This is an optimization exercise on Yosys and OpenROAD, whose aim is small area and a short achievable clock period, not a production implementation.
RTL that was checked went through simulation tests only; none was proved equivalent to the original.
Function not checked in runs 3 to 5: the RTL went through the layout flow alone.
The clock port is modelled as an ideal driver; clocking choices that lean on that would not hold on a real chip.
Power figures rest on the tool's default switching activity, not on a simulated workload.

==> flow/design.v <==
module interrupt_controller(
	pclk_i,
	prst_i,
	penable_i,
	pready_o,
	pwrite_i,
	paddr_i,
	pwdata_i,
	prdata_o,
	interrupt_active_i,
	interrupt_valid_o,
	interrupt_to_be_serviced_o,
	interrupt_serviced_i);
	input pclk_i,prst_i,penable_i,pwrite_i;
	input [3:0] paddr_i,pwdata_i;
	output reg pready_o;
	output reg [3:0] prdata_o;
	input [15:0] interrupt_active_i;
	input interrupt_serviced_i;
	output reg interrupt_valid_o;
	output reg [3:0] interrupt_to_be_serviced_o;
	reg arb;
	genvar g;
	reg [15:0] pb3, pb2, npb1, npb0;
	wire [15:0] we;
	wire [3:0] wd, rd_d;
	wire rd_en, rdy_d;
	ic_port u_port(
		.rst(prst_i), .pen(penable_i), .pw(pwrite_i),
		.pa(paddr_i), .pd(pwdata_i),
		.pb3(pb3), .pb2(pb2), .npb1(npb1), .npb0(npb0),
		.we(we), .wd(wd), .rd_en(rd_en), .rd_d(rd_d), .rdy_d(rdy_d));
	generate
		for (g = 0; g < 16; g = g + 1) begin : regs
			always @(posedge pclk_i)
				if (we[g]) begin
					pb3[g] <= wd[3];
					pb2[g] <= wd[2];
					npb1[g] <= wd[1];
					npb0[g] <= wd[0];
				end
		end
	endgenerate
	always @(posedge pclk_i) begin
		pready_o <= rdy_d;
		if (rd_en)
			prdata_o <= rd_d;
	end
	wire [3:0] nwinner;
	ic_arb_core u_core(
		.req(interrupt_active_i),
		.pb3(pb3), .pb2(pb2), .npb1(npb1), .npb0(npb0),
		.nwin(nwinner));
	always @(posedge pclk_i) begin
		if (prst_i) begin
			arb <= 1'b0;
			interrupt_valid_o <= 1'b0;
			interrupt_to_be_serviced_o <= 4'd0;
		end else begin
			arb <= (|interrupt_active_i) &
			       ((~arb & ~interrupt_valid_o) | (interrupt_valid_o & interrupt_serviced_i));
			interrupt_valid_o <= arb | (interrupt_valid_o & ~interrupt_serviced_i);
			if (arb) interrupt_to_be_serviced_o <= ~nwinner;
			else if (interrupt_serviced_i) interrupt_to_be_serviced_o <= 4'd0;
		end
	end
endmodule
module ic_arb_core(req, pb3, pb2, npb1, npb0, nwin);
	input [15:0] req;
	input [15:0] pb3, pb2, npb1, npb0;
	output [3:0] nwin;
	genvar g;
	wire [15:0] pb1 = ~npb1;
	wire [15:0] pb0 = ~npb0;
	wire h3 = |(req & pb3);
	wire h2 = h3 ? |(req & pb3 & pb2) : |(req & pb2);
	wire [15:0] c1 = req & (pb3 | {16{~h3}}) & (pb2 | {16{~h2}});
	wire h1 = |(c1 & pb1);
	wire h0 = h1 ? |(c1 & pb1 & pb0) : |(c1 & pb0);
	wire [15:0] cw = c1 & (pb1 | {16{~h1}}) & (pb0 | {16{~h0}});
	wire [3:0] nz, lo_odd, lo_hi;
	generate
		for (g = 0; g < 4; g = g + 1) begin : quad
			wire [3:0] q = cw[4*g+3:4*g];
			assign nz[g] = |q;
			assign lo_hi[g] = ~q[0] & ~q[1];
			assign lo_odd[g] = ~q[0] & (q[1] | ~q[2]);
		end
	endgenerate
	wire [3:0] fq = {nz[3] & ~nz[2] & ~nz[1] & ~nz[0], nz[2] & ~nz[1] & ~nz[0],
	                 nz[1] & ~nz[0], nz[0]};
	assign nwin = ~{fq[3] | fq[2], fq[3] | fq[1], |(fq & lo_hi), |(fq & lo_odd)};
endmodule
module ic_port(rst, pen, pw, pa, pd, pb3, pb2, npb1, npb0, we, wd, rd_en, rd_d, rdy_d);
	input rst, pen, pw;
	input [3:0] pa, pd;
	input [15:0] pb3, pb2, npb1, npb0;
	output [15:0] we;
	output [3:0] wd;
	output rd_en;
	output [3:0] rd_d;
	output rdy_d;
	genvar g;
	wire [15:0] sel;
	generate
		for (g = 0; g < 16; g = g + 1) begin : dec
			assign sel[g] = pa == g;
		end
	endgenerate
	wire [3:0] wdata = pd & {4{~rst}};
	assign we = {16{rst}} | ({16{pen & pw}} & sel);
	assign wd = {wdata[3], wdata[2], ~wdata[1], ~wdata[0]};
	assign rd_en = rst | (pen & ~pw);
	assign rd_d = {|(sel & pb3), |(sel & pb2), |(sel & ~npb1), |(sel & ~npb0)} & {4{~rst}};
	assign rdy_d = pen & ~rst;
endmodule
==> flow/flow/run.sh <==
#!/bin/bash
# Own layout flow: the standard flow (standard.sh) with
#  - the standard synthesis, except that ABC maps with flow/abc.script
#    (registers are mapped before ABC runs, so they are unchanged); also
#    the combinational modules ic_arb_core and ic_port are read from the
#    gate netlists flow/arb_core.v and flow/port.v (made by gen/gen_core8.py
#    and gen/gen_port.py) instead of being synthesised from rtl/ic.v,
#  - smaller port buffers (PORT_BUF),
#  - timing repair aimed at a setup slack margin below the clock period
#    (MARGIN), and the other settings in flow/params.sh (CTS arguments,
#    EXTRA make variables),
set -euo pipefail
source flow/params.sh
export MY_ABC_SCRIPT=$PWD/flow/abc.script
export CLK_SLEW_LIMIT=${CLK_SLEW_LIMIT:-0.1}
args=("BUFFER_PORTS_ARGS=-buffer_cell $PORT_BUF" "SETUP_SLACK_MARGIN=$MARGIN")
if [[ "${OWN_ABC:-1}" == 1 ]]; then args+=("SYNTH_SCRIPT=$PWD/flow/synth.tcl"); fi
subst=""
if [[ -f flow/arb_core.v ]]; then subst="$subst ic_arb_core=$PWD/flow/arb_core.v"; fi
if [[ -f flow/port.v ]]; then subst="$subst ic_port=$PWD/flow/port.v"; fi
if [[ -n "$subst" ]]; then
  export SUBST_NETLISTS="$subst"
  args+=("SYNTH_CANONICALIZE_TCL=$PWD/flow/subst.tcl")
fi
if [[ -n "${CTS_ARGS:-}" ]]; then args+=("CTS_ARGS=$CTS_ARGS"); fi
if [[ -f flow/post_cts.tcl ]]; then args+=("POST_CTS_TCL=$PWD/flow/post_cts.tcl");
elif [[ -f flow/clkfix.tcl ]]; then args+=("POST_CTS_TCL=$PWD/flow/clkfix.tcl"); fi
if [[ -n "${EXTRA:-}" ]]; then for kv in $EXTRA; do args+=("$kv"); done; fi
bash standard.sh "${args[@]}" "${FLOW_TARGET:-finish}" > standard_flow.log 2>&1
==> flow/flow/abc.script <==
&get -n
&st
&dch
&nf -R 1000
&put
==> flow/flow/clkfix.tcl <==
set_propagated_clock [all_clocks]
estimate_parasitics -placement
set limit [expr {[info exists ::env(CLK_SLEW_LIMIT)] ? $::env(CLK_SLEW_LIMIT) : 0.1}]
set changed 1
while {$changed} {
  set changed 0
  foreach inst [get_cells *] {
    set r [get_property $inst ref_name]
    if {![regexp {^sky130_fd_sc_hd__clkbuf_([0-9]+)$} $r -> sz]} continue
    set worst 0.0
    foreach pin [get_pins -of_objects $inst -filter "direction==output"] {
      foreach load [get_pins -of_objects [get_nets -of_objects $pin] -filter "direction==input"] {
        if {[get_name $load] ne "CLK" && ![string match "*/CLK" [get_full_name $load]]} continue
        set s [get_property $load slew_max]
        if {$s > $worst} { set worst $s }
      }
    }
    if {$worst > $limit && $sz < 16} {
      set nsz [expr {$sz * 2}]
      puts "clkfix: [get_name $inst] $r -> clkbuf_$nsz (sink slew $worst)"
      replace_cell $inst [get_lib_cells */sky130_fd_sc_hd__clkbuf_$nsz]
      estimate_parasitics -placement
      set changed 1
    }
  }
}
detailed_placement
check_placement -verbose
==> flow/flow/params.sh <==
PORT_BUF=sky130_fd_sc_hd__buf_1
MARGIN=20.5
CTS_ARGS="-sink_clustering_enable -repair_clock_nets -buf_list sky130_fd_sc_hd__clkbuf_4 -dont_use_dummy_load"
EXTRA="SKIP_INCREMENTAL_REPAIR=1"
CLK_SLEW_LIMIT=0.1
==> flow/flow/port.v <==
// generated by gen/gen_port.py 
module ic_port(rst, pen, pw, pa, pd, pb3, pb2, npb1, npb0, we, wd, rd_en, rd_d, rdy_d);
  input rst, pen, pw;
  input [3:0] pa, pd;
  input [15:0] pb3, pb2, npb1, npb0;
  output [15:0] we;
  output [3:0] wd, rd_d;
  output rd_en, rdy_d;
  wire na0;
  wire na1;
  wire na2;
  wire na3;
  wire nrst;
  wire npw;
  wire lo0;
  wire lo1;
  wire lo2;
  wire lo3;
  wire nlo0;
  wire nlo1;
  wire nlo2;
  wire nlo3;
  wire hi0;
  wire hi1;
  wire hi2;
  wire hi3;
  wire nhi0;
  wire nhi1;
  wire nhi2;
  wire nhi3;
  wire wa0;
  wire wa1;
  wire wa2;
  wire wa3;
  wire wb0;
  wire wb1;
  wire wb2;
  wire wb3;
  wire r3_x0_0;
  wire r3_x0_1;
  wire r3_g0;
  wire r3_x1_0;
  wire r3_x1_1;
  wire r3_g1;
  wire r3_x2_0;
  wire r3_x2_1;
  wire r3_g2;
  wire r3_x3_0;
  wire r3_x3_1;
  wire r3_g3;
  wire r3_y0;
  wire r3_y1;
  wire r2_x0_0;
  wire r2_x0_1;
  wire r2_g0;
  wire r2_x1_0;
  wire r2_x1_1;
  wire r2_g1;
  wire r2_x2_0;
  wire r2_x2_1;
  wire r2_g2;
  wire r2_x3_0;
  wire r2_x3_1;
  wire r2_g3;
  wire r2_y0;
  wire r2_y1;
  wire r1_x0_0;
  wire r1_x0_1;
  wire r1_ng0;
  wire r1_x1_0;
  wire r1_x1_1;
  wire r1_ng1;
  wire r1_x2_0;
  wire r1_x2_1;
  wire r1_ng2;
  wire r1_x3_0;
  wire r1_x3_1;
  wire r1_ng3;
  wire r1_z0;
  wire r1_z1;
  wire r0_x0_0;
  wire r0_x0_1;
  wire r0_ng0;
  wire r0_x1_0;
  wire r0_x1_1;
  wire r0_ng1;
  wire r0_x2_0;
  wire r0_x2_1;
  wire r0_ng2;
  wire r0_x3_0;
  wire r0_x3_1;
  wire r0_ng3;
  wire r0_z0;
  wire r0_z1;
  sky130_fd_sc_hd__inv_1 p1 (.A(pa[0]), .Y(na0));
  sky130_fd_sc_hd__inv_1 p2 (.A(pa[1]), .Y(na1));
  sky130_fd_sc_hd__inv_1 p3 (.A(pa[2]), .Y(na2));
  sky130_fd_sc_hd__inv_1 p4 (.A(pa[3]), .Y(na3));
  sky130_fd_sc_hd__inv_1 p5 (.A(rst), .Y(nrst));
  sky130_fd_sc_hd__inv_1 p6 (.A(pw), .Y(npw));
  sky130_fd_sc_hd__nor2_1 p7 (.A(pa[0]), .B(pa[1]), .Y(lo0));
  sky130_fd_sc_hd__nor2_1 p8 (.A(na0), .B(pa[1]), .Y(lo1));
  sky130_fd_sc_hd__nor2_1 p9 (.A(pa[0]), .B(na1), .Y(lo2));
  sky130_fd_sc_hd__nor2_1 p10 (.A(na0), .B(na1), .Y(lo3));
  sky130_fd_sc_hd__nand2_1 p11 (.A(na0), .B(na1), .Y(nlo0));
  sky130_fd_sc_hd__nand2_1 p12 (.A(pa[0]), .B(na1), .Y(nlo1));
  sky130_fd_sc_hd__nand2_1 p13 (.A(na0), .B(pa[1]), .Y(nlo2));
  sky130_fd_sc_hd__nand2_1 p14 (.A(pa[0]), .B(pa[1]), .Y(nlo3));
  sky130_fd_sc_hd__nor2_1 p15 (.A(pa[2]), .B(pa[3]), .Y(hi0));
  sky130_fd_sc_hd__nor2_1 p16 (.A(na2), .B(pa[3]), .Y(hi1));
  sky130_fd_sc_hd__nor2_1 p17 (.A(pa[2]), .B(na3), .Y(hi2));
  sky130_fd_sc_hd__nor2_1 p18 (.A(na2), .B(na3), .Y(hi3));
  sky130_fd_sc_hd__nand2_1 p19 (.A(na2), .B(na3), .Y(nhi0));
  sky130_fd_sc_hd__nand2_1 p20 (.A(pa[2]), .B(na3), .Y(nhi1));
  sky130_fd_sc_hd__nand2_1 p21 (.A(na2), .B(pa[3]), .Y(nhi2));
  sky130_fd_sc_hd__nand2_1 p22 (.A(pa[2]), .B(pa[3]), .Y(nhi3));
  sky130_fd_sc_hd__nor2_1 p23 (.A(rst), .B(lo0), .Y(wa0));
  sky130_fd_sc_hd__nor2_1 p24 (.A(rst), .B(lo1), .Y(wa1));
  sky130_fd_sc_hd__nor2_1 p25 (.A(rst), .B(lo2), .Y(wa2));
  sky130_fd_sc_hd__nor2_1 p26 (.A(rst), .B(lo3), .Y(wa3));
  sky130_fd_sc_hd__a31oi_1 p27 (.A1(pen), .A2(pw), .A3(hi0), .B1(rst), .Y(wb0));
  sky130_fd_sc_hd__a31oi_1 p28 (.A1(pen), .A2(pw), .A3(hi1), .B1(rst), .Y(wb1));
  sky130_fd_sc_hd__a31oi_1 p29 (.A1(pen), .A2(pw), .A3(hi2), .B1(rst), .Y(wb2));
  sky130_fd_sc_hd__a31oi_1 p30 (.A1(pen), .A2(pw), .A3(hi3), .B1(rst), .Y(wb3));
  sky130_fd_sc_hd__nor2_1 p31 (.A(wa0), .B(wb0), .Y(we[0]));
  sky130_fd_sc_hd__nor2_1 p32 (.A(wa1), .B(wb0), .Y(we[1]));
  sky130_fd_sc_hd__nor2_1 p33 (.A(wa2), .B(wb0), .Y(we[2]));
  sky130_fd_sc_hd__nor2_1 p34 (.A(wa3), .B(wb0), .Y(we[3]));
  sky130_fd_sc_hd__nor2_1 p35 (.A(wa0), .B(wb1), .Y(we[4]));
  sky130_fd_sc_hd__nor2_1 p36 (.A(wa1), .B(wb1), .Y(we[5]));
  sky130_fd_sc_hd__nor2_1 p37 (.A(wa2), .B(wb1), .Y(we[6]));
  sky130_fd_sc_hd__nor2_1 p38 (.A(wa3), .B(wb1), .Y(we[7]));
  sky130_fd_sc_hd__nor2_1 p39 (.A(wa0), .B(wb2), .Y(we[8]));
  sky130_fd_sc_hd__nor2_1 p40 (.A(wa1), .B(wb2), .Y(we[9]));
  sky130_fd_sc_hd__nor2_1 p41 (.A(wa2), .B(wb2), .Y(we[10]));
  sky130_fd_sc_hd__nor2_1 p42 (.A(wa3), .B(wb2), .Y(we[11]));
  sky130_fd_sc_hd__nor2_1 p43 (.A(wa0), .B(wb3), .Y(we[12]));
  sky130_fd_sc_hd__nor2_1 p44 (.A(wa1), .B(wb3), .Y(we[13]));
  sky130_fd_sc_hd__nor2_1 p45 (.A(wa2), .B(wb3), .Y(we[14]));
  sky130_fd_sc_hd__nor2_1 p46 (.A(wa3), .B(wb3), .Y(we[15]));
  sky130_fd_sc_hd__nor2b_1 p47 (.A(rst), .B_N(pd[3]), .Y(wd[3]));
  sky130_fd_sc_hd__nor2b_1 p48 (.A(rst), .B_N(pd[2]), .Y(wd[2]));
  sky130_fd_sc_hd__nand2b_1 p49 (.A_N(rst), .B(pd[1]), .Y(wd[1]));
  sky130_fd_sc_hd__nand2b_1 p50 (.A_N(rst), .B(pd[0]), .Y(wd[0]));
  sky130_fd_sc_hd__a21o_1 p51 (.A1(pen), .A2(npw), .B1(rst), .X(rd_en));
  sky130_fd_sc_hd__nor2b_1 p52 (.A(rst), .B_N(pen), .Y(rdy_d));
  sky130_fd_sc_hd__a22oi_1 p53 (.A1(lo0), .A2(pb3[0]), .B1(lo1), .B2(pb3[1]), .Y(r3_x0_0));
  sky130_fd_sc_hd__a22oi_1 p54 (.A1(lo2), .A2(pb3[2]), .B1(lo3), .B2(pb3[3]), .Y(r3_x0_1));
  sky130_fd_sc_hd__nand2_1 p55 (.A(r3_x0_0), .B(r3_x0_1), .Y(r3_g0));
  sky130_fd_sc_hd__a22oi_1 p56 (.A1(lo0), .A2(pb3[4]), .B1(lo1), .B2(pb3[5]), .Y(r3_x1_0));
  sky130_fd_sc_hd__a22oi_1 p57 (.A1(lo2), .A2(pb3[6]), .B1(lo3), .B2(pb3[7]), .Y(r3_x1_1));
  sky130_fd_sc_hd__nand2_1 p58 (.A(r3_x1_0), .B(r3_x1_1), .Y(r3_g1));
  sky130_fd_sc_hd__a22oi_1 p59 (.A1(lo0), .A2(pb3[8]), .B1(lo1), .B2(pb3[9]), .Y(r3_x2_0));
  sky130_fd_sc_hd__a22oi_1 p60 (.A1(lo2), .A2(pb3[10]), .B1(lo3), .B2(pb3[11]), .Y(r3_x2_1));
  sky130_fd_sc_hd__nand2_1 p61 (.A(r3_x2_0), .B(r3_x2_1), .Y(r3_g2));
  sky130_fd_sc_hd__a22oi_1 p62 (.A1(lo0), .A2(pb3[12]), .B1(lo1), .B2(pb3[13]), .Y(r3_x3_0));
  sky130_fd_sc_hd__a22oi_1 p63 (.A1(lo2), .A2(pb3[14]), .B1(lo3), .B2(pb3[15]), .Y(r3_x3_1));
  sky130_fd_sc_hd__nand2_1 p64 (.A(r3_x3_0), .B(r3_x3_1), .Y(r3_g3));
  sky130_fd_sc_hd__a22oi_1 p65 (.A1(hi0), .A2(r3_g0), .B1(hi1), .B2(r3_g1), .Y(r3_y0));
  sky130_fd_sc_hd__a22oi_1 p66 (.A1(hi2), .A2(r3_g2), .B1(hi3), .B2(r3_g3), .Y(r3_y1));
  sky130_fd_sc_hd__a21oi_1 p67 (.A1(r3_y0), .A2(r3_y1), .B1(rst), .Y(rd_d[3]));
  sky130_fd_sc_hd__a22oi_1 p68 (.A1(lo0), .A2(pb2[0]), .B1(lo1), .B2(pb2[1]), .Y(r2_x0_0));
  sky130_fd_sc_hd__a22oi_1 p69 (.A1(lo2), .A2(pb2[2]), .B1(lo3), .B2(pb2[3]), .Y(r2_x0_1));
  sky130_fd_sc_hd__nand2_1 p70 (.A(r2_x0_0), .B(r2_x0_1), .Y(r2_g0));
  sky130_fd_sc_hd__a22oi_1 p71 (.A1(lo0), .A2(pb2[4]), .B1(lo1), .B2(pb2[5]), .Y(r2_x1_0));
  sky130_fd_sc_hd__a22oi_1 p72 (.A1(lo2), .A2(pb2[6]), .B1(lo3), .B2(pb2[7]), .Y(r2_x1_1));
  sky130_fd_sc_hd__nand2_1 p73 (.A(r2_x1_0), .B(r2_x1_1), .Y(r2_g1));
  sky130_fd_sc_hd__a22oi_1 p74 (.A1(lo0), .A2(pb2[8]), .B1(lo1), .B2(pb2[9]), .Y(r2_x2_0));
  sky130_fd_sc_hd__a22oi_1 p75 (.A1(lo2), .A2(pb2[10]), .B1(lo3), .B2(pb2[11]), .Y(r2_x2_1));
  sky130_fd_sc_hd__nand2_1 p76 (.A(r2_x2_0), .B(r2_x2_1), .Y(r2_g2));
  sky130_fd_sc_hd__a22oi_1 p77 (.A1(lo0), .A2(pb2[12]), .B1(lo1), .B2(pb2[13]), .Y(r2_x3_0));
  sky130_fd_sc_hd__a22oi_1 p78 (.A1(lo2), .A2(pb2[14]), .B1(lo3), .B2(pb2[15]), .Y(r2_x3_1));
  sky130_fd_sc_hd__nand2_1 p79 (.A(r2_x3_0), .B(r2_x3_1), .Y(r2_g3));
  sky130_fd_sc_hd__a22oi_1 p80 (.A1(hi0), .A2(r2_g0), .B1(hi1), .B2(r2_g1), .Y(r2_y0));
  sky130_fd_sc_hd__a22oi_1 p81 (.A1(hi2), .A2(r2_g2), .B1(hi3), .B2(r2_g3), .Y(r2_y1));
  sky130_fd_sc_hd__a21oi_1 p82 (.A1(r2_y0), .A2(r2_y1), .B1(rst), .Y(rd_d[2]));
  sky130_fd_sc_hd__o22ai_1 p83 (.A1(nlo0), .A2(npb1[0]), .B1(nlo1), .B2(npb1[1]), .Y(r1_x0_0));
  sky130_fd_sc_hd__o22ai_1 p84 (.A1(nlo2), .A2(npb1[2]), .B1(nlo3), .B2(npb1[3]), .Y(r1_x0_1));
  sky130_fd_sc_hd__nor2_1 p85 (.A(r1_x0_0), .B(r1_x0_1), .Y(r1_ng0));
  sky130_fd_sc_hd__o22ai_1 p86 (.A1(nlo0), .A2(npb1[4]), .B1(nlo1), .B2(npb1[5]), .Y(r1_x1_0));
  sky130_fd_sc_hd__o22ai_1 p87 (.A1(nlo2), .A2(npb1[6]), .B1(nlo3), .B2(npb1[7]), .Y(r1_x1_1));
  sky130_fd_sc_hd__nor2_1 p88 (.A(r1_x1_0), .B(r1_x1_1), .Y(r1_ng1));
  sky130_fd_sc_hd__o22ai_1 p89 (.A1(nlo0), .A2(npb1[8]), .B1(nlo1), .B2(npb1[9]), .Y(r1_x2_0));
  sky130_fd_sc_hd__o22ai_1 p90 (.A1(nlo2), .A2(npb1[10]), .B1(nlo3), .B2(npb1[11]), .Y(r1_x2_1));
  sky130_fd_sc_hd__nor2_1 p91 (.A(r1_x2_0), .B(r1_x2_1), .Y(r1_ng2));
  sky130_fd_sc_hd__o22ai_1 p92 (.A1(nlo0), .A2(npb1[12]), .B1(nlo1), .B2(npb1[13]), .Y(r1_x3_0));
  sky130_fd_sc_hd__o22ai_1 p93 (.A1(nlo2), .A2(npb1[14]), .B1(nlo3), .B2(npb1[15]), .Y(r1_x3_1));
  sky130_fd_sc_hd__nor2_1 p94 (.A(r1_x3_0), .B(r1_x3_1), .Y(r1_ng3));
  sky130_fd_sc_hd__o22ai_1 p95 (.A1(nhi0), .A2(r1_ng0), .B1(nhi1), .B2(r1_ng1), .Y(r1_z0));
  sky130_fd_sc_hd__o22ai_1 p96 (.A1(nhi2), .A2(r1_ng2), .B1(nhi3), .B2(r1_ng3), .Y(r1_z1));
  sky130_fd_sc_hd__o21a_1 p97 (.A1(r1_z0), .A2(r1_z1), .B1(nrst), .X(rd_d[1]));
  sky130_fd_sc_hd__o22ai_1 p98 (.A1(nlo0), .A2(npb0[0]), .B1(nlo1), .B2(npb0[1]), .Y(r0_x0_0));
  sky130_fd_sc_hd__o22ai_1 p99 (.A1(nlo2), .A2(npb0[2]), .B1(nlo3), .B2(npb0[3]), .Y(r0_x0_1));
  sky130_fd_sc_hd__nor2_1 p100 (.A(r0_x0_0), .B(r0_x0_1), .Y(r0_ng0));
  sky130_fd_sc_hd__o22ai_1 p101 (.A1(nlo0), .A2(npb0[4]), .B1(nlo1), .B2(npb0[5]), .Y(r0_x1_0));
  sky130_fd_sc_hd__o22ai_1 p102 (.A1(nlo2), .A2(npb0[6]), .B1(nlo3), .B2(npb0[7]), .Y(r0_x1_1));
  sky130_fd_sc_hd__nor2_1 p103 (.A(r0_x1_0), .B(r0_x1_1), .Y(r0_ng1));
  sky130_fd_sc_hd__o22ai_1 p104 (.A1(nlo0), .A2(npb0[8]), .B1(nlo1), .B2(npb0[9]), .Y(r0_x2_0));
  sky130_fd_sc_hd__o22ai_1 p105 (.A1(nlo2), .A2(npb0[10]), .B1(nlo3), .B2(npb0[11]), .Y(r0_x2_1));
  sky130_fd_sc_hd__nor2_1 p106 (.A(r0_x2_0), .B(r0_x2_1), .Y(r0_ng2));
  sky130_fd_sc_hd__o22ai_1 p107 (.A1(nlo0), .A2(npb0[12]), .B1(nlo1), .B2(npb0[13]), .Y(r0_x3_0));
  sky130_fd_sc_hd__o22ai_1 p108 (.A1(nlo2), .A2(npb0[14]), .B1(nlo3), .B2(npb0[15]), .Y(r0_x3_1));
  sky130_fd_sc_hd__nor2_1 p109 (.A(r0_x3_0), .B(r0_x3_1), .Y(r0_ng3));
  sky130_fd_sc_hd__o22ai_1 p110 (.A1(nhi0), .A2(r0_ng0), .B1(nhi1), .B2(r0_ng1), .Y(r0_z0));
  sky130_fd_sc_hd__o22ai_1 p111 (.A1(nhi2), .A2(r0_ng2), .B1(nhi3), .B2(r0_ng3), .Y(r0_z1));
  sky130_fd_sc_hd__o21a_1 p112 (.A1(r0_z0), .A2(r0_z1), .B1(nrst), .X(rd_d[0]));
endmodule
==> flow/flow/post_cts.tcl <==
# After CTS (POST_CTS_TCL): clock buffer slews, then gate sizing.
source [file join [file dirname [info script]] clkfix.tcl]
if {[file exists [file join [file dirname [info script]] size.tcl]]} {
  source [file join [file dirname [info script]] size.tcl]
}
==> flow/flow/size.tcl <==
proc sz_area_of {c} { return [get_property [get_lib_cells */[get_property $c ref_name]] area] }
proc sz_period {} { return [expr {$::env(FLOW_PERIOD_NS) - [sta::worst_slack_cmd max] * 1e9}] }
set_propagated_clock [all_clocks]
estimate_parasitics -placement
set sz_cells {}
set sz_area 0.0
foreach c [get_cells *] {
  set r [get_property $c ref_name]
  set lc [get_lib_cells */$r]
  if {[string match "*tap*" $r] || [string match "*fill*" $r] || [string match "*decap*" $r]} continue
  set sz_area [expr {$sz_area + [get_property $lc area]}]
  if {[regexp {__(e?s?df|s?dl)} $r]} continue
  if {[string match "*clkbuf*" $r] || [string match "*clkinv*" $r] || [string match "*conb*" $r]} continue
  if {[string match "clkbuf_*" [get_name $c]]} continue
  lappend sz_cells $c
}
set sz_best [expr {$sz_area * [sz_period]}]
puts "size.tcl: start area $sz_area period [sz_period] cells [llength $sz_cells]"
for {set pass 0} {$pass < 6} {incr pass} {
  set changed 0
  foreach c $sz_cells {
    set cur [get_property $c ref_name]
    if {![regexp {^(.*)_([0-9]+)$} $cur -> base sz]} continue
    set cura [sz_area_of $c]
    set bestcell $cur
    foreach lc [get_lib_cells */${base}_*] {
      set n [get_name $lc]
      if {![regexp "^${base}_\[0-9\]+\$" $n] || $n eq $cur} continue
      if {[string match "*lpflow*" $n] || [string match "*probe*" $n]} continue
      replace_cell $c $lc
      estimate_parasitics -placement
      set a [expr {$sz_area - $cura + [get_property $lc area]}]
      set o [expr {$a * [sz_period]}]
      if {$o < $sz_best - 1e-6} { set sz_best $o; set bestcell $n }
      replace_cell $c [get_lib_cells */$cur]
    }
    estimate_parasitics -placement
    if {$bestcell ne $cur} {
      replace_cell $c [get_lib_cells */$bestcell]
      set sz_area [expr {$sz_area - $cura + [sz_area_of $c]}]
      incr changed
    }
  }
  puts "size.tcl: pass $pass changed $changed area $sz_area period [sz_period]"
  if {$changed == 0} break
}
detailed_placement
check_placement -verbose
estimate_parasitics -placement
puts "size.tcl: end area $sz_area period [sz_period]"
==> flow/flow/subst.tcl <==
# Replace behavioural modules of rtl/ic.v by gate netlists of the same
# function (made by the scripts in gen/): SUBST_NETLISTS lists
# module=netlist pairs.
foreach pair $::env(SUBST_NETLISTS) {
  lassign [split $pair =] module netlist
  delete $module
  read_verilog $netlist
}
hierarchy -check -top $::env(DESIGN_NAME)
==> flow/flow/synth.tcl <==
# synth_recipe.tcl (the standard synthesis), with ABC's script replaced by
# flow/abc.script when MY_ABC_SCRIPT names it.
proc synth {args} { yosys synth -nofsm -noshare {*}$args }
proc abc {args} {
  set i [lsearch -exact $args -script]
  if { $i >= 0 && [info exists ::env(MY_ABC_SCRIPT)] } {
    lset args [expr {$i + 1}] $::env(MY_ABC_SCRIPT)
  }
  puts "abc wrapper: $args"
  yosys abc {*}$args
}
source $::env(SCRIPTS_DIR)/synth.tcl
# left out here: clear keep_hierarchy, flatten, clean up, hide names made inside functions, write 1_2_yosys.v
==> flow/standard.sh <==
#!/bin/bash
# synth_recipe.tcl (not shown) runs the flow's synth.tcl, then flattens the netlist and writes it again
# the make line also repeats each setting of config.mk as NAME=value (left out here)
make -C /OpenROAD-flow-scripts/flow DESIGN_CONFIG=/design/flow/config.mk WORK_HOME=/design/flow/orfs CLKGATE_MAP_FILE= SYNTH_SCRIPT=/design/flow/synth_recipe.tcl "${@:-finish}"
==> flow/config.mk <==
export PLATFORM = sky130hd
export DESIGN_NAME = interrupt_controller
export DESIGN_NICKNAME = interrupt_controller
export VERILOG_FILES = /design/flow/design.v
export SDC_FILE = /design/flow/constraint.sdc
export NUM_CORES = 8
export LEC_CHECK = 0
export ABC_AREA = 1
export CAP_MARGIN = 20
export CORE_MARGIN = 2
export CORE_UTILIZATION = 45
export CTS_BUF_LIST = sky130_fd_sc_hd__clkbuf_4
export PLACE_DENSITY = 0.7
export SLEW_MARGIN = 20
==> flow/constraint.sdc <==
create_clock -name core_clock -period 30.0 [get_ports {pclk_i}]
set_input_delay 6.0000 -clock core_clock [delete_from_list [all_inputs] [get_ports {pclk_i}]]
set_output_delay 6.0000 -clock core_clock [all_outputs]
set_load 0.01 [all_outputs]
Not shown: flow/flow/arb_core.v
==> results.txt, run 1 <==
ClkCell Share = 1.85%
Remaining Overflow, GRT = 0
P_comb = 53.2 uW
Total global-route track usage = 23.9%
Leakage power = 1.42 nW
DP Cell Count = 519
Fraction of area in registers = 50.3%
Worst R2R Start = pb3[14]
Hold_sp = interrupt_valid_o
WP depth = 18
Min Tclk post-route = 9.49 ns
Leading cell kind = flip-flops and latches
Critical path class = input port to flip-flop
Global-route wire length before repair = 17700 um
Sw Pwr = 75.9 uW
Crit path max-delay family = compound AO/OA/AOI/OAI gates
Initial antenna violation count = 0
Reg area = 2180 um^2
Drt wl/cell = 21.5 um
Fin cells = 529
Period utilisation layout = 31.6%
M3 GR Usage = 4.75%
Worst-skew pair later-pin latency = 0.42 ns
Worst Hold Depth = 2
Most Used Layer, Global Route = met2
Seq cells = 75
CP startpoint kind = input port
Status = timing/DRC/antenna clean
==> run 2, diff against run 1 <==
--- a/flow/config.mk
+++ b/flow/config.mk
@@ -10,3 +10,3 @@
 export CORE_MARGIN = 2
-export CORE_UTILIZATION = 45
+export CORE_UTILIZATION = 50
 export CTS_BUF_LIST = sky130_fd_sc_hd__clkbuf_4
==> run 2 against run 1 <==
  * Still clean
  * First-iteration DRC count rose by 2.3%
  * Count of clock-buffer cells in the layout did not move
  * Register-to-register slack improved by 0.15 ns
  * Final cell count fell by 0.19%
  * Clock power rose by 9.5%
  * Critical path depth rose by 2
  * Clock skew rose by 0.016 ns
  * Final area barely moved
  * Critical path type unchanged
==> results.txt, run 2 <==
Status = timing/DRC/antenna clean (unchanged)
Number of synthesized flops with an enable pin = 68 (unchanged)
Measured slew at the worst slew-check pin = 1.13 ns (was 1.11 ns)
Initial antenna violation count = 0 (unchanged)
Critical path class = input port to flip-flop (unchanged)
Syn_area_per_cell = 10.6 um^2 (unchanged)
Sw Pwr = 77.6 uW (was 75.9 uW)
Synth Instances = 373 (unchanged)
Total Wirelength = 11700 um (was 11400 um)
Yosys Warn Count = 1 (unchanged)
Post-synth top area cell = edfxtp_1 (unchanged)
Most frequent cells in the layout = nor2_1 (71), edfxtp_1 (68), buf_1 (38), o22ai_1 (36), a22oi_1 (35) (was nor2_1 (68), edfxtp_1 (68), buf_1 (37), a22oi_1 (36), o22ai_1 (36))
Post-DP HPWL = 8520 um (was 8500 um)
Initial Util = 51.4% (was 45.8%)
Cell row count = 32 (was 34)
Crit path from = interrupt_active_i[10] (was interrupt_active_i[14])
Pwr Density = 56.0 nW/um^2 (was 54.7 nW/um^2)
Most common cell in the synthesized netlist = nor2_1 (unchanged)
IO buf count = 38 (unchanged)
Grt met2 use = 41.1% (was 36.9%)
Most Used Layer, Global Route = met2 (unchanged)
Area added between synthesis and finish = 9.69% (was 9.78%)
CP max FO = 17 (was 18)
P_int = 165 uW (was 161 uW)
Hold_ws = 0.484 ns (was 0.499 ns)
Worst Hold Depth = 2 (unchanged)
Global-route wire length before repair = 18200 um (was 17700 um)
Chip Height = 92.9 um (was 97.7 um)
Final setup viols = 0 (unchanged)
Die area = 8630 um^2 (was 9550 um^2)
Hold crit path type = flip-flop to flip-flop (unchanged)
Post-Route Skew = 0.0314 ns (was 0.0154 ns)
Synth cell types = 31 (unchanged)
CP startpoint kind = input port (unchanged)
Combinational share of power = 22.2% (was 22.4%)
Critical path data required time = 30.30 ns (was 30.31 ns)
CTS sink count = 75 (unchanged)
VDD IR max = 0.0283 mV (was 0.0257 mV)
GP Congestion = 0.950 (was 0.976)
Net Sw Frac = 32.0% (about the same)
Antenna Nets Post-Route = 0 (unchanged)
Final hold viol count = 0 (unchanged)
Hold_sp = interrupt_to_be_serviced_o[0] (was interrupt_valid_o)
Worst R2R Start = pb3[12] (was pb3[14])
Sequential power share = 56.4% (was 57.6%)
Synth area leaders = edfxtp_1 (52%), a22oi_1 (6.8%), nor2_1 (6.8%) (unchanged)
Residual DRC = 0 (unchanged)
Slew Viols, Final = 0 (unchanged)
#FFs+latches synth = 75 (unchanged)
Synth top area share = 51.7% (unchanged)
Post-synth top cells = nor2_1 (72), edfxtp_1 (68), a22oi_1 (36), o22ai_1 (36), nand2_1 (23) (unchanged)
Sequential area share after synthesis = 55.2% (unchanged)
Via count = 3707 (was 3699)
Asr flop ratio synth = 0% (unchanged)
Largest net degree at the start of global routing = 24 (unchanged)
Max-cap viol count = 0 (unchanged)
Remaining Overflow, GRT = 0 (unchanged)
Leakage power = 1.42 nW (about the same)
Crit end category = flip-flop (unchanged)
Drt wl/cell = 22.2 um (was 21.5 um)
Min Tclk post-route = 9.33 ns (was 9.49 ns)
Worst-skew pair later-pin latency = 0.44 ns (was 0.42 ns)
Clock power share = 21.4% (was 20.0%)
Worst R2R Path Depth = 19 (was 17)
First drt pass iteration count = 5 (unchanged)
M3 GR Usage = 6.83% (was 4.75%)
Area of the core = 7690 um^2 (was 8640 um^2)
Synthesized area = 3950 um^2 (unchanged)
Rel. slew slack = 24.4% (was 25.6%)
Syn_nets = 402 (unchanged)
Commonest non-fill, non-tap cell in the layout = nor2_1
Worst EP arrival = 9.62 ns (was 9.80 ns)
1st-iter DRT viols = 662 (was 647)
Main synth FF type = edfxtp_1 (unchanged)
Vias in the first global route = 3314 (was 3294)
Vias per inst = 7.02 (was 6.99)
CTS tree = built (unchanged)
FMAX = 107 MHz (was 105 MHz)
TNS Setup = 0 ns (unchanged)
# diodes = 0 (unchanged)
Fin nets = 457 (was 452)
IO Count = 39 (unchanged)
Reg clk slew, reported paths = 0.07 ns (was 0.09 ns)
Overall power = 243 uW (was 237 uW)
Total global-route track usage = 28.2% (was 23.9%)
Chip width = 92.9 um (was 97.7 um)
Period utilisation layout = 31.1% (was 31.6%)
Layout cells sized above 1 = 5.16% (was 4.99%)
GR Util met1 = 40.4% (was 33.2%)
run 2: cell counts after synthesis:
No cell type changed its count.
run 2: power by group through the flow:
stage | clock network, mW | logic (mW) | registers (mW)
6_report | 0.0519 | 0.0539 | 0.137
5_1_grt | 0.0573 | 0.0592 | 0.138
3_3_place_gp | 0 | 0.0507 | 0.138
2_1_floorplan | 0 | 0.0361 | 0.135
3_5_place_dp | 0 | 0.0512 | 0.138
run 2: metrics by stage:
step                instances  utilization [%]  setup slack [ns]  area [um^2]
floorplan                 373                -             20.89         3950
global placement          513             54.9             19.93         4220
detailed placement        513             54.9             19.87         4220
global route              528             56.4             20.32         4330
finish                    528             56.4             20.67         4330
run 2: path summary, 6_finish.rpt:
path / endpoint / slack (ns)
min reg2reg: interrupt_to_be_serviced_o[0] / 0.48
max: interrupt_to_be_serviced_o[0] / 20.67
max reg2reg: interrupt_to_be_serviced_o[0] / 25.89
min: interrupt_to_be_serviced_o[0] / 0.48
run 2: layer usage:
metal	wire length, um	vias to the layer above
li1	-	1657
met1	4890	1733
met2	5110	276
met3	1250	41
met4	461	0
met5	0	-
run 2: layout make-up:
cell class	instances	area [um^2]
clock buffer	9	92.6
inverter	7	26.3
tap	102	128
fill	703	3350
multi-input combinational	291	1720
sequential	75	2180
timing repair buffer	44	183
run 2: critical path: stages:
cell and delay (ns):
buf_1 0.14, a22oi_1 0.23, nand4_2 0.18, nor2_4 0.18, a221oi_2 0.09, buf_4 0.17, o221ai_1 0.42, o22ai_1 0.19
nor2_2 0.22, nand4_4 0.27, a21oi_2 0.23, buf_4 0.17, a221oi_1 0.09, nor2_1 0.30, nand2_1 0.12, a32o_1 0.25
a21oi_1 0.15, nor2b_1 0.06, a21oi_1 0.11, nor2_1 0.04
run 2: logic make-up (layout without fill, tap and decap cells):
kind of cell	after synthesis	count (layout)	share of synthesized area, %
AOI/OAI and AO/OA	131	131	24.8
buffers and inverters	7	60	0.665
DFF	75	75	55.2
and+or+nand+nor	160	160	19.3
==> run 3, diff against run 2 <==
--- a/flow/design.v
+++ b/flow/design.v
@@ -48,3 +48,5 @@
 	end
-	wire [3:0] nwinner;
+	wire tbs_load = ~prst_i & arb;
+	wire tbs_keep = ~prst_i & ~arb & ~interrupt_serviced_i;
+	wire [3:0] tbs_next;
 	ic_arb_core u_core(
@@ -52,3 +54,4 @@
 		.pb3(pb3), .pb2(pb2), .npb1(npb1), .npb0(npb0),
-		.nwin(nwinner));
+		.load(tbs_load), .keep(tbs_keep), .tbs(interrupt_to_be_serviced_o),
+		.tbs_next(tbs_next));
 	always @(posedge pclk_i) begin
@@ -57,3 +60,2 @@
 			interrupt_valid_o <= 1'b0;
-			interrupt_to_be_serviced_o <= 4'd0;
 		end else begin
@@ -62,11 +64,13 @@
 			interrupt_valid_o <= arb | (interrupt_valid_o & ~interrupt_serviced_i);
-			if (arb) interrupt_to_be_serviced_o <= ~nwinner;
-			else if (interrupt_serviced_i) interrupt_to_be_serviced_o <= 4'd0;
 		end
 	end
+	always @(posedge pclk_i)
+		interrupt_to_be_serviced_o <= tbs_next;
 endmodule
-module ic_arb_core(req, pb3, pb2, npb1, npb0, nwin);
+module ic_arb_core(req, pb3, pb2, npb1, npb0, load, keep, tbs, tbs_next);
 	input [15:0] req;
 	input [15:0] pb3, pb2, npb1, npb0;
-	output [3:0] nwin;
+	input load, keep;
+	input [3:0] tbs;
+	output [3:0] tbs_next;
 	genvar g;
@@ -91,3 +95,4 @@
 	                 nz[1] & ~nz[0], nz[0]};
-	assign nwin = ~{fq[3] | fq[2], fq[3] | fq[1], |(fq & lo_hi), |(fq & lo_odd)};
+	wire [3:0] win = {fq[3] | fq[2], fq[3] | fq[1], |(fq & lo_hi), |(fq & lo_odd)};
+	assign tbs_next = ({4{load}} & win) | ({4{keep}} & tbs);
 endmodule
--- a/flow/flow/run.sh
+++ b/flow/flow/run.sh
@@ -11,2 +11,5 @@
 #    EXTRA make variables),
+#  - clock buffers upsized after CTS where the register clock pins would
+#    see too slow a slew (flow/clkfix.tcl).
+# make's full output is in standard_flow.log; ORFS's step logs are in orfs/logs/.
 set -euo pipefail
--- a/flow/flow/arb_core.v
+++ b/flow/flow/arb_core.v
@@ -1,6 +1,9 @@
-// generated by gen/gen_core8.py y3_0=2 nh3=8 nh2=4 h1=4 h0=4
-module ic_arb_core(req, pb3, pb2, npb1, npb0, nwin);
+// generated by gen/gen_core9.py y3_0=2 nh3=8 nh2=4 h1=4 h0=4
+module ic_arb_core(req, pb3, pb2, npb1, npb0, load, keep, tbs, tbs_next);
   input [15:0] req, pb3, pb2, npb1, npb0;
-  output [3:0] nwin;
+  input load, keep;
+  input [3:0] tbs;
+  output [3:0] tbs_next;
   wire [15:0] nc1, cw;
+  wire [3:0] nwin;
   wire x3_0;
@@ -134,2 +137,8 @@
   wire hq;
+  wire nload;
+  wire nkeep;
+  wire ntbs0;
+  wire ntbs1;
+  wire ntbs2;
+  wire ntbs3;
   sky130_fd_sc_hd__a22oi_1 g1 (.A1(req[0]), .A2(pb3[0]), .B1(req[1]), .B2(pb3[1]), .Y(x3_0));
@@ -297,2 +306,12 @@
   sky130_fd_sc_hd__a21oi_1 g163 (.A1(nlo8), .A2(hq), .B1(lq), .Y(nwin[0]));
+  sky130_fd_sc_hd__inv_1 g164 (.A(load), .Y(nload));
+  sky130_fd_sc_hd__inv_1 g165 (.A(keep), .Y(nkeep));
+  sky130_fd_sc_hd__inv_1 g166 (.A(tbs[0]), .Y(ntbs0));
+  sky130_fd_sc_hd__o22ai_1 g167 (.A1(nload), .A2(nwin[0]), .B1(nkeep), .B2(ntbs0), .Y(tbs_next[0]));
+  sky130_fd_sc_hd__inv_1 g168 (.A(tbs[1]), .Y(ntbs1));
+  sky130_fd_sc_hd__o22ai_1 g169 (.A1(nload), .A2(nwin[1]), .B1(nkeep), .B2(ntbs1), .Y(tbs_next[1]));
+  sky130_fd_sc_hd__inv_1 g170 (.A(tbs[2]), .Y(ntbs2));
+  sky130_fd_sc_hd__o22ai_1 g171 (.A1(nload), .A2(nwin[2]), .B1(nkeep), .B2(ntbs2), .Y(tbs_next[2]));
+  sky130_fd_sc_hd__inv_1 g172 (.A(tbs[3]), .Y(ntbs3));
+  sky130_fd_sc_hd__o22ai_1 g173 (.A1(nload), .A2(nwin[3]), .B1(nkeep), .B2(ntbs3), .Y(tbs_next[3]));
 endmodule
--- a/flow/config.mk
+++ b/flow/config.mk
@@ -10,5 +10,5 @@
 export CORE_MARGIN = 2
-export CORE_UTILIZATION = 50
+export CORE_UTILIZATION = 65
 export CTS_BUF_LIST = sky130_fd_sc_hd__clkbuf_4
-export PLACE_DENSITY = 0.7
+export PLACE_DENSITY = 0.8
 export SLEW_MARGIN = 20
==> run 3 against run 2 <==
  * Die area decreased by 22%
  * Final cell count fell by 6.3%
  * Core utilization is 16 points higher
  * Count of clock-buffer cells in the layout did not move
  * Sequential share of layout area is 0.54 points higher
  * Sequential power hardly changed
  * Clock skew about the same
  * Critical path type unchanged
==> results.txt, run 3 <==
Layout cells sized above 1 = 5.24% (was 5.16%)
Min Tclk post-route = 9.57 ns (was 9.33 ns)
CTS sink count = 75 (unchanged)
Syn_area_per_cell = 10.6 um^2 (about the same)
#FFs+latches synth = 75 (unchanged)
Leakage power = 1.41 nW (was 1.42 nW)
Post-Route Skew = 0.0313 ns (was 0.0314 ns)
Final setup viols = 0 (unchanged)
Largest net degree at the start of global routing = 22 (was 24)
Adder-Cell Fraction of Synth Area = 0% (unchanged)
Critical path class = input port to flip-flop (unchanged)
CP max FO = 18 (was 17)
Die area = 6710 um^2 (was 8630 um^2)
Critical path data required time = 30.30 ns (about the same)
Residual DRC = 0 (unchanged)
# diodes = 0 (unchanged)
Status = timing/DRC/antenna clean (unchanged)
Chip width = 81.9 um (was 92.9 um)
Chip Height = 81.9 um (was 92.9 um)
Measured slew at the worst slew-check pin = 1.09 ns (was 1.13 ns)
Worst-skew pair later-pin latency = 0.41 ns (was 0.44 ns)
Setup WS post-layout = 20.43 ns (was 20.67 ns)
Synth top area share = 51.7% (about the same)
FMAX = 105 MHz (was 107 MHz)
Via count = 3822 (was 3707)
Vias per inst = 7.72 (was 7.02)
Number of synthesized flops with an enable pin = 68 (unchanged)
Hold crit path type = flip-flop to flip-flop (unchanged)
Synth area leaders = edfxtp_1 (52%), a22oi_1 (6.8%), nor2_1 (6.4%) (was edfxtp_1 (52%), a22oi_1 (6.8%), nor2_1 (6.8%))
Sequential area share after synthesis = 55.3% (was 55.2%)
Rel. slew slack = 27.2% (was 24.4%)
Crit end category = flip-flop (unchanged)
Slew Viols, Final = 0 (unchanged)
Most common cell in the synthesized netlist = edfxtp_1 (was nor2_1)
Most frequent cells in the layout = edfxtp_1 (68), nor2_1 (65), o22ai_1 (40), buf_1 (37), a22oi_1 (36) (was nor2_1 (71), edfxtp_1 (68), buf_1 (38), o22ai_1 (36), a22oi_1 (35))
Vias in the first global route = 3451 (was 3314)
Post-synthesis mux area share = 0% (unchanged)
Post-synth top cells = edfxtp_1 (68), nor2_1 (67), o22ai_1 (40) (was nor2_1 (72), edfxtp_1 (68), a22oi_1 (36), o22ai_1 (36), nand2_1 (23))
Commonest non-fill, non-tap cell in the layout = edfxtp_1 (was nor2_1)
Total global-route track usage = 36.4% (was 28.2%)
Post-DP HPWL = 8370 um (was 8520 um)
Pwr Density = 55.5 nW/um^2 (was 56.0 nW/um^2)
GP Congestion = 0.976 (was 0.950)
Initial Util = 67.0% (was 51.4%)
Antenna Nets Post-Route = 0 (unchanged)
Overall power = 238 uW (was 243 uW)
Final hold viol count = 0 (unchanged)
Area of the core = 5890 um^2 (was 7690 um^2)
CP startpoint kind = input port (unchanged)
Initial antenna violation count = 0 (unchanged)
Drt wl/cell = 22.9 um (was 22.2 um)
Hold_ws = 0.452 ns (was 0.484 ns)
Max-cap viol count = 0 (unchanged)
Final core occ = 72.9% (was 56.4%)
Asr flop ratio synth = 0% (unchanged)
Main synth FF type = edfxtp_1 (unchanged)
First drt pass iteration count = 8 (was 5)
Post-Synth XOR/XNOR Area = 0% (unchanged)
Post-Synth Simple-Gate Area = 18.5% (was 19.3%)
Post-synth top area cell = edfxtp_1 (unchanged)
Cell row count = 28 (was 32)
Worst EP arrival = 9.87 ns (was 9.62 ns)
IO Count = 39 (unchanged)
TNS Setup = 0 ns (unchanged)
Global-route wire length before repair = 17700 um (was 18200 um)
Reg clk slew, reported paths = 0.09 ns (was 0.07 ns)
Period utilisation layout = 31.9% (was 31.1%)
Yosys Warn Count = 1 (unchanged)
Total Wirelength = 11300 um (was 11700 um)
IO buf count = 38 (unchanged)
Fin nets = 451 (was 457)
1st-iter DRT viols = 582 (was 662)
Synth Instances = 372 (was 373)
Pre-CTS WS = 20.02 ns (was 19.87 ns)
Area added between synthesis and finish = 8.66% (was 9.69%)
Main combinational cell family by area after synthesis = compound AO/OA/AOI/OAI gates (unchanged)
Synthesized area = 3950 um^2 (about the same)
VDD IR max = 0.0376 mV (was 0.0283 mV)
Post-synthesis compound-gate area fraction = 25.0% (was 24.8%)
Syn_nets = 401 (was 402)
CTS tree = built (unchanged)
Synth cell types = 31 (unchanged)
Remaining Overflow, GRT = 0 (unchanged)
-- run 3: changes by cell type after synthesis, sizes merged --
cell	previous run	this run
nor3	16	17
inv	6	12
nor2	73	68
a21oi	13	9
nor2b	7	4
o22ai	36	40
-- run 3: kinds of logic after synthesis --
kind of cell | Yosys count
flops | 75
compound gates | 131
simple gates | 153
buf+inv | 13
-- run 3: cell type report --
class | count | area (um^2)
timing repair buffer | 38 | 144
tap | 75 | 93.8
inverter | 13 | 48.8
multi-input combinational | 285 | 1740
sequential | 75 | 2180
clock buffer | 9 | 80.1
fill | 425 | 1600
-- run 3: metrics by stage --
| step | instances | instance area, um^2 |
|---|---|---|
| global route | 495 | 4290 |
| detailed placement | 485 | 4180 |
| finish | 495 | 4290 |
| global placement | 485 | 4180 |
| floorplan | 372 | 3950 |
-- run 3: layer usage --
metal | global-route usage (%) | vias up | part of all wire (%)
met5 | 0 | - | 0
met4 | 16.7 | 0 | 4.7
met3 | 8.35 | 75 | 13
met2 | 54.5 | 350 | 45
met1 | 50.5 | 1760 | 38
li1 | - | 1637 | -
-- run 3: path summary, 6_finish.rpt --
| check | slack (ns) | depth (start not counted) | from | endpoint |
|---|---|---|---|---|
| hold / removal | 0.45 | 2 | interrupt_to_be_serviced_o[0] | interrupt_to_be_serviced_o[0] |
| hold reg to reg | 0.45 | 2 | interrupt_to_be_serviced_o[0] | interrupt_to_be_serviced_o[0] |
| setup reg to reg | 25.71 | 15 | pb3[4] | interrupt_to_be_serviced_o[1] |
| setup / recovery | 20.43 | 16 | interrupt_active_i[13] | interrupt_to_be_serviced_o[1] |
-- run 3: where the power goes --
part	leakage (nW)	total (mW)	switching, mW	internal, mW
registers	0.711	0.136	0.0106	0.126
clock network	0.0466	0.0465	0.0298	0.0168
logic	0.655	0.0554	0.0365	0.0189
-- run 3: worst max-delay path, stage by stage --
cell      delay [ns]
buf_1           0.21
a22oi_1         0.12
nand4_2         0.19
nor2_8          0.09
a221oi_4        0.68
o221ai_1        0.39
o22ai_1         0.30
nor2_2          0.10
nand4_4         0.24
a21oi_4         0.15
a221oi_1        0.46
nor2_1          0.18
and2_1          0.22
a32o_1          0.24
a21oi_1         0.17
o22ai_1         0.09
==> run 4, diff against run 3 <==
==> flow/flow/params.sh (replaced) <==
PORT_BUF=sky130_fd_sc_hd__buf_1
MARGIN=20.3
CTS_ARGS="-sink_clustering_enable -repair_clock_nets -buf_list sky130_fd_sc_hd__clkbuf_4 -dont_use_dummy_load"
EXTRA="SKIP_INCREMENTAL_REPAIR=1"
CLK_SLEW_LIMIT=0.1
==> run 4 against run 3 <==
  * Core utilization is 0.13 points lower
  * Clock power barely moved
  * Hold slack got worse by 0.00083 ns
  * Sequential cell count unchanged
  * Final cell count fell by 0.20%
  * Fmax decreased by 0.76%
  * Die area unchanged
  * Sequential power hardly changed
  * Synthesized cell count stayed put
  * Sequential share of layout area rose by 0.089 points
  * Still clean on timing, DRC and antenna
  * Largest power group unchanged
  * Non-clock buffer count unchanged
==> results.txt, run 4 <==
Synth top area share = 51.7% (unchanged)
GP Congestion = 0.976 (unchanged)
Number of synthesized flops with an enable pin = 68 (unchanged)
Largest net degree at the start of global routing = 22 (unchanged)
Residual DRC = 0 (unchanged)
Asr flop ratio synth = 0% (unchanged)
Status = timing/DRC/antenna clean (unchanged)
DR top layer = met4 (unchanged)
First drt pass iteration count = 6 (was 8)
Combinational share of power = 22.9% (was 23.3%)
Fill count = 427 (was 425)
TNS Setup = 0 ns (unchanged)
Syn_nets = 401 (unchanged)
Sw Pwr = 76.2 uW (was 76.9 uW)
Clock power share = 19.6% (was 19.5%)
Total Wirelength = 11300 um (about the same)
Fin cells = 494 (was 495)
Final hold viol count = 0 (unchanged)
P_int = 161 uW (about the same)
Worst path bufs/invs = 1 (unchanged)
Sequential area share after synthesis = 55.3% (unchanged)
Leakage power = 1.41 nW (about the same)
Layout cells sized above 1 = 5.25% (was 5.24%)
Worst-skew pair later-pin latency = 0.41 ns (about the same)
FMAX = 104 MHz (was 105 MHz)
Met2 routed wirelength = 4870 um (was 5050 um)
Sequential power share = 57.5% (was 57.2%)
Commonest non-fill, non-tap cell in the layout = edfxtp_1 (unchanged)
Post-synth top area cell = edfxtp_1 (unchanged)
Post-synth top cells = edfxtp_1 (68), nor2_1 (67), o22ai_1 (40) (unchanged)
Critical path class = input port to flip-flop (unchanged)
Most common cell in the synthesized netlist = edfxtp_1 (unchanged)
Critical path data required time = 30.30 ns (about the same)
Synthesized area = 3950 um^2 (unchanged)
Via count = 3823 (was 3822)
Pwr Density = 55.4 nW/um^2 (was 55.5 nW/um^2)
Antenna Nets Post-Route = 0 (unchanged)
#FFs+latches synth = 75 (unchanged)
Die area = 6710 um^2 (unchanged)
Initial antenna violation count = 0 (unchanged)
Total global-route track usage = 36.1% (was 36.4%)
Yosys Warn Count = 1 (unchanged)
1st-iter DRT viols = 633 (was 582)
Worst R2R Start = pb3[4] (unchanged)
Fin nets = 450 (was 451)
CTS tree = built (unchanged)
Final setup viols = 0 (unchanged)
Worst path slowest cell = a21oi_4 (was a221oi_4)
Min Tclk post-route = 9.64 ns (was 9.57 ns)
VDD IR max = 0.0378 mV (was 0.0376 mV)
Most frequent cells in the layout = edfxtp_1 (68), nor2_1 (63), o22ai_1 (40), buf_1 (37), a22oi_1 (36) (was edfxtp_1 (68), nor2_1 (65), o22ai_1 (40), buf_1 (37), a22oi_1 (36))
Period utilisation layout = 32.1% (was 31.9%)
Hold crit path type = flip-flop to flip-flop (unchanged)
Drt wl/cell = 22.9 um (about the same)
Post-Route Skew = 0.0322 ns (was 0.0313 ns)
Remaining Overflow, GRT = 0 (unchanged)
Met3 routed WL = 1530 um (was 1440 um)
Area of the core = 5890 um^2 (unchanged)
Vias in the first global route = 3441 (was 3451)
Crit end category = flip-flop (unchanged)
Measured slew at the worst slew-check pin = 1.12 ns (was 1.09 ns)
Syn_area_per_cell = 10.6 um^2 (unchanged)
Synth cell types = 31 (unchanged)
Area added between synthesis and finish = 8.47% (was 8.66%)
Synth area leaders = edfxtp_1 (52%), a22oi_1 (6.8%), nor2_1 (6.4%) (unchanged)
Max-cap viol count = 0 (unchanged)
CP max FO = 18 (unchanged)
Initial Util = 67.0% (unchanged)
Critical Path Max Stage Delay = 0.49 ns (was 0.68 ns)
Reg clk slew, reported paths = 0.09 ns (about the same)
Hold_ws = 0.451 ns (was 0.452 ns)
CP cell instances = buf_1 -> a22oi_1 -> nand4_2 -> nor2_8 -> a221oi_4 -> o221ai_1 -> o22ai_1 -> nor2_2 -> nand4_4 -> a21oi_4 -> a221oi_1 -> nor2_2 -> nand2_1 -> a32o_1 -> a21oi_1 -> o22ai_1 (was buf_1 -> a22oi_1 -> nand4_2 -> nor2_8 -> a221oi_4 -> o221ai_1 -> o22ai_1 -> nor2_2 -> nand4_4 -> a21oi_4 -> a221oi_1 -> nor2_1 -> and2_1 -> a32o_1 -> a21oi_1 -> o22ai_1)
Net Sw Frac = 32.2% (was 32.3%)
Global-route wire length before repair = 17600 um (was 17700 um)
Hold_sp = interrupt_to_be_serviced_o[0] (unchanged)
IO Count = 39 (unchanged)
Post-DP HPWL = 8370 um (unchanged)
Crit path max-delay family = compound AO/OA/AOI/OAI gates (unchanged)
Chip Height = 81.9 um (unchanged)
Cell row count = 28 (unchanged)
IO buf count = 38 (unchanged)
Rel. slew slack = 24.9% (was 27.2%)
Crit path from = interrupt_active_i[4] (was interrupt_active_i[13])
Worst EP arrival = 9.94 ns (was 9.87 ns)
Slew Viols, Final = 0 (unchanged)
WL met1 = 4290 um (was 4320 um)
Synth Instances = 372 (unchanged)
# diodes = 0 (unchanged)
Vias per inst = 7.74 (was 7.72)
DP Cell Count = 485 (unchanged)
Main synth FF type = edfxtp_1 (unchanged)
CP startpoint kind = input port (unchanged)
CTS sink count = 75 (unchanged)
Chip width = 81.9 um (unchanged)
-- run 4: path summary, 6_finish.rpt --
check	end	slack [ns]	cells past startpoint
max	interrupt_to_be_serviced_o[1]	20.36	16
max reg2reg	interrupt_to_be_serviced_o[1]	25.62	15
min reg2reg	interrupt_to_be_serviced_o[0]	0.45	2
min	interrupt_to_be_serviced_o[0]	0.45	2
-- run 4: final cells by class --
cell class,count,area (um^2),area share [%]
flip-flops and latches,75,2180,51.0
clock buffers,9,80.1,1.87
multi-input cells,284,1730,40.5
inverters,13,48.8,1.14
well taps,75,93.8,2.19
repair buffers,38,144,3.36
-- run 4: logic make-up (layout without fill, tap and decap cells) --
kind of cell	Yosys count	in the layout	share of synthesized area, %
compound gates	131	131	25.0
buf+inv	13	60	1.24
flops	75	75	55.3
simple gates	153	153	18.5
-- run 4: tightest hold or removal path: stages (launching register included) --
cell and delay, ns:
dfxtp_1 0.32, inv_1 0.04, o22ai_1 0.05
-- run 4: layer usage --
metal | vias up | global-route usage [%]
li1 | 1637 | -
met1 | 1727 | 50.2
met2 | 384 | 54.0
met3 | 75 | 8.13
met4 | 0 | 17.0
met5 | - | 0
-- run 4: stage by stage --
stage                     cell area [um^2]  total power [mW]  util [%]  worst slack (ns)
after floorplan                       3950             0.171         -             21.00
after global placement                4180             0.187      71.1             20.16
after detailed placement              4180             0.189      71.1             20.02
after global routing                  4280             0.247      72.7             20.21
final                                 4280             0.237      72.7             20.36
-- run 4: power groups by stage --
| stage | registers, mW | logic [mW] | clock network [mW] |
|---|---|---|---|
| floorplan | 0.135 | 0.0356 | 0 |
| global route | 0.137 | 0.0582 | 0.0516 |
| detailed placement | 0.138 | 0.0512 | 0 |
| global placement | 0.138 | 0.0492 | 0 |
| finish | 0.136 | 0.0543 | 0.0466 |
==> run 5, diff against run 4 <==
==> flow/flow/params.sh (replaced) <==
PORT_BUF=sky130_fd_sc_hd__buf_1
MARGIN=20.7
CTS_ARGS="-sink_clustering_enable -repair_clock_nets -buf_list sky130_fd_sc_hd__clkbuf_4 -dont_use_dummy_load"
EXTRA="SKIP_INCREMENTAL_REPAIR=1"
CLK_SLEW_LIMIT=0.1
==> run 5 against run 4 <==
  * Still clean
  * Total power up 1.1%
  * Setup slack better by 0.22 ns
  * Sequential cell count unchanged
  * Global-route usage up 0.95 points
  * Synthesized cell count unchanged
  * Wire length up 3.3%
  * Die area unchanged
  * Via count up 1.0%
==> results.txt, run 5 <==
Rel. slew slack = 26.4% (was 24.9%)
Residual DRC = 0 (unchanged)
Vias in the first global route = 3505 (was 3441)
Crit path to = interrupt_to_be_serviced_o[1] (unchanged)
Post-synth top area cell = edfxtp_1 (unchanged)
M3 GR Usage = 8.46% (was 8.13%)
Synth Instances = 372 (unchanged)
Final core occ = 73.8% (was 72.7%)
CP cell instances = buf_1 -> a22oi_1 -> nand4_1 -> a221oi_2 -> o221ai_1 -> o22ai_1 -> nor2_2 -> nand4_4 -> a21oi_4 -> a221oi_1 -> nor2_2 -> and2_1 -> a32o_1 -> a21oi_1 -> o22ai_1 (was buf_1 -> a22oi_1 -> nand4_2 -> nor2_8 -> a221oi_4 -> o221ai_1 -> o22ai_1 -> nor2_2 -> nand4_4 -> a21oi_4 -> a221oi_1 -> nor2_2 -> nand2_1 -> a32o_1 -> a21oi_1 -> o22ai_1)
Yosys Warn Count = 1 (unchanged)
Crit end category = flip-flop (unchanged)
IO buf count = 38 (unchanged)
Die area = 6710 um^2 (unchanged)
Leakage power = 1.40 nW (was 1.41 nW)
# diodes = 0 (unchanged)
Initial antenna violation count = 0 (unchanged)
Most Used Layer, Global Route = met2 (unchanged)
Vias per inst = 7.69 (was 7.74)
DP Cell Count = 485 (unchanged)
Global-route wire length before repair = 18100 um (was 17600 um)
GR Util met1 = 50.8% (was 50.2%)
IO Count = 39 (unchanged)
Synthesized area = 3950 um^2 (unchanged)
Final setup viols = 0 (unchanged)
Asr flop ratio synth = 0% (unchanged)
Largest net degree at the start of global routing = 22 (unchanged)
Synth cell types = 31 (unchanged)
Via count = 3862 (was 3823)
Area post-placement = 4180 um^2 (unchanged)
Hold_ws = 0.452 ns (was 0.451 ns)
Synth top area share = 51.7% (unchanged)
Pre-CTS WS = 20.02 ns (unchanged)
Area of the core = 5890 um^2 (unchanged)
Most common cell in the synthesized netlist = edfxtp_1 (unchanged)
Drt wl/cell = 23.3 um (was 22.9 um)
Worst r2r dst = interrupt_to_be_serviced_o[1] (unchanged)
Total Wirelength = 11700 um (was 11300 um)
Remaining Overflow, GRT = 0 (unchanged)
Critical path data required time = 30.31 ns (was 30.30 ns)
TNS Setup = 0 ns (unchanged)
Status = timing/DRC/antenna clean (unchanged)
Layout cells sized above 1 = 7.26% (was 5.25%)
Critical Path Max Stage Delay = 0.66 ns (was 0.49 ns)
Syn_nets = 401 (unchanged)
Worst EP arrival = 9.72 ns (was 9.94 ns)
CP max FO = 18 (unchanged)
CTS tree = built (unchanged)
Hold crit path type = flip-flop to flip-flop (unchanged)
CTS sink count = 75 (unchanged)
Most frequent cells in the layout = edfxtp_1 (68), nor2_1 (63), buf_1 (41), o22ai_1 (40), a22oi_1 (36) (was edfxtp_1 (68), nor2_1 (63), o22ai_1 (40), buf_1 (37), a22oi_1 (36))
Worst R2R Path Depth = 17 (was 15)
Worst path slowest cell = a221oi_2 (was a21oi_4)
CP startpoint kind = input port (unchanged)
Worst-skew pair later-pin latency = 0.41 ns (about the same)
Critical path class = input port to flip-flop (unchanged)
Antenna Nets Post-Route = 0 (unchanged)
Overall power = 240 uW (was 237 uW)
First drt pass iteration count = 6 (unchanged)
Slew Viols, Final = 0 (unchanged)
Number of synthesized flops with an enable pin = 68 (unchanged)
Main synth FF type = edfxtp_1 (unchanged)
Area added between synthesis and finish = 10.0% (was 8.47%)
#FFs+latches synth = 75 (unchanged)
Post-synth top cells = edfxtp_1 (68), nor2_1 (67), o22ai_1 (40) (unchanged)
Fin cells = 502 (was 494)
Cell row count = 28 (unchanged)
Chip Height = 81.9 um (unchanged)
Grt met2 use = 55.8% (was 54.0%)
Chip width = 81.9 um (unchanged)
Post-Route Skew = 0.0301 ns (was 0.0322 ns)
Crit path from = interrupt_active_i[6] (was interrupt_active_i[4])
Pwr Density = 55.2 nW/um^2 (was 55.4 nW/um^2)
Reg clk slew, reported paths = 0.10 ns (was 0.09 ns)
Post-DP HPWL = 8370 um (unchanged)
Reg2Reg Setup Slack = 25.84 ns (was 25.62 ns)
Fin nets = 458 (was 450)
1st-iter DRT viols = 638 (was 633)
Commonest non-fill, non-tap cell in the layout = edfxtp_1 (unchanged)
Final Cell Area = 4340 um^2 (was 4280 um^2)
Syn_area_per_cell = 10.6 um^2 (unchanged)
Worst R2R Start = pb3[8] (was pb3[4])
Setup WS post-layout = 20.58 ns (was 20.36 ns)
Synth area leaders = edfxtp_1 (52%), a22oi_1 (6.8%), nor2_1 (6.4%) (unchanged)
FMAX = 106 MHz (was 104 MHz)
Period utilisation layout = 31.4% (was 32.1%)
Max-cap viol count = 0 (unchanged)
GP Congestion = 0.976 (unchanged)
Min Tclk post-route = 9.42 ns (was 9.64 ns)
Sequential area share after synthesis = 55.3% (unchanged)
Initial Util = 67.0% (unchanged)
Final hold viol count = 0 (unchanged)
VDD IR max = 0.0376 mV (was 0.0378 mV)
Total global-route track usage = 37.1% (was 36.1%)
Measured slew at the worst slew-check pin = 1.10 ns (was 1.12 ns)
-- run 5: worst min-delay path by stage --
stage,startpoint,to,slack (ns),depth (start not counted)
final,interrupt_to_be_serviced_o[0],interrupt_to_be_serviced_o[0],0.45,2
after floorplan,arb,arb,0.46,1
after detailed placement,interrupt_to_be_serviced_o[0],interrupt_to_be_serviced_o[0],0.44,2
after global placement,interrupt_to_be_serviced_o[1],interrupt_to_be_serviced_o[1],0.44,2
after global routing,interrupt_to_be_serviced_o[0],interrupt_to_be_serviced_o[0],0.49,2
-- run 5: layer usage --
layer,up-vias,share of wire (%)
met3,79,13
li1,1661,-
met2,385,43
met5,-,0
met1,1737,38
met4,0,5.5
-- run 5: area by class of cell --
cell class | count | area, um^2
Clock buffer | 9 | 80.1
Fill cell | 426 | 1540
Inverter | 13 | 48.8
Multi-Input combinational cell | 287 | 1770
Sequential cell | 75 | 2180
Tap cell | 75 | 93.8
Timing Repair Buffer | 43 | 166
-- run 5: cells by family after synthesis --
family	after synthesis	synth area share, %
AND/OR/NAND/NOR	153	18.5
AO/OA/AOI/OAI	131	25.0
flip-flops	75	55.3
buffers and inverters	13	1.24
-- run 5: critical path: cells and delay by family --
family	cells	cell delay, ns
and+or+nand+nor	5	0.89
buffers and inverters	1	0.14
AOI/OAI and AO/OA	9	2.68
-- run 5: power by group --
group	internal (mW)	total [mW]	leakage (nW)	switching, mW
sequential	0.126	0.137	0.711	0.0110
clock	0.0168	0.0465	0.0466	0.0298
combinational	0.0194	0.0566	0.642	0.0371

[separate check: timing with driven ports]
The results above use ideal ports. As a check the final layouts listed here were re-extracted and re-timed, cells and wires unchanged.
Step 1: set_driving_cell puts a clkbuf_16 on pclk_i and a buf_2 on each other input, an assumption about the parent block.
Step 2, shift: input delay + t, output delay - t, t = (earliest + latest rising clock arrival at the registers) / 2. This alone moves slack from input paths to output paths.
a / b / c = ideal ports / drivers / drivers and shift; a / b = the first two.
run | t, ns | setup WS [ns] | worst setup path after step 2 | worst data-port slew with drivers (ns)
run 1 | 0.443 | 20.506 / 20.507 / 20.064 | input to register | 0.05
run 2 | 0.450 | 20.674 / 20.685 / 20.235 | input to register | 0.04
run 3 | 0.425 | 20.432 / 20.439 / 20.014 | input to register | 0.04
run 4 | 0.422 | 20.359 / 20.365 / 19.943 | input to register | 0.04
run 5 | 0.425 | 20.582 / 20.590 / 20.165 | input to register | 0.04
After both steps setup and hold are still met in every run listed. The setup slack of run 1, which loses most, moves by +0.001 ns with the drivers and by -0.442 ns with both steps.
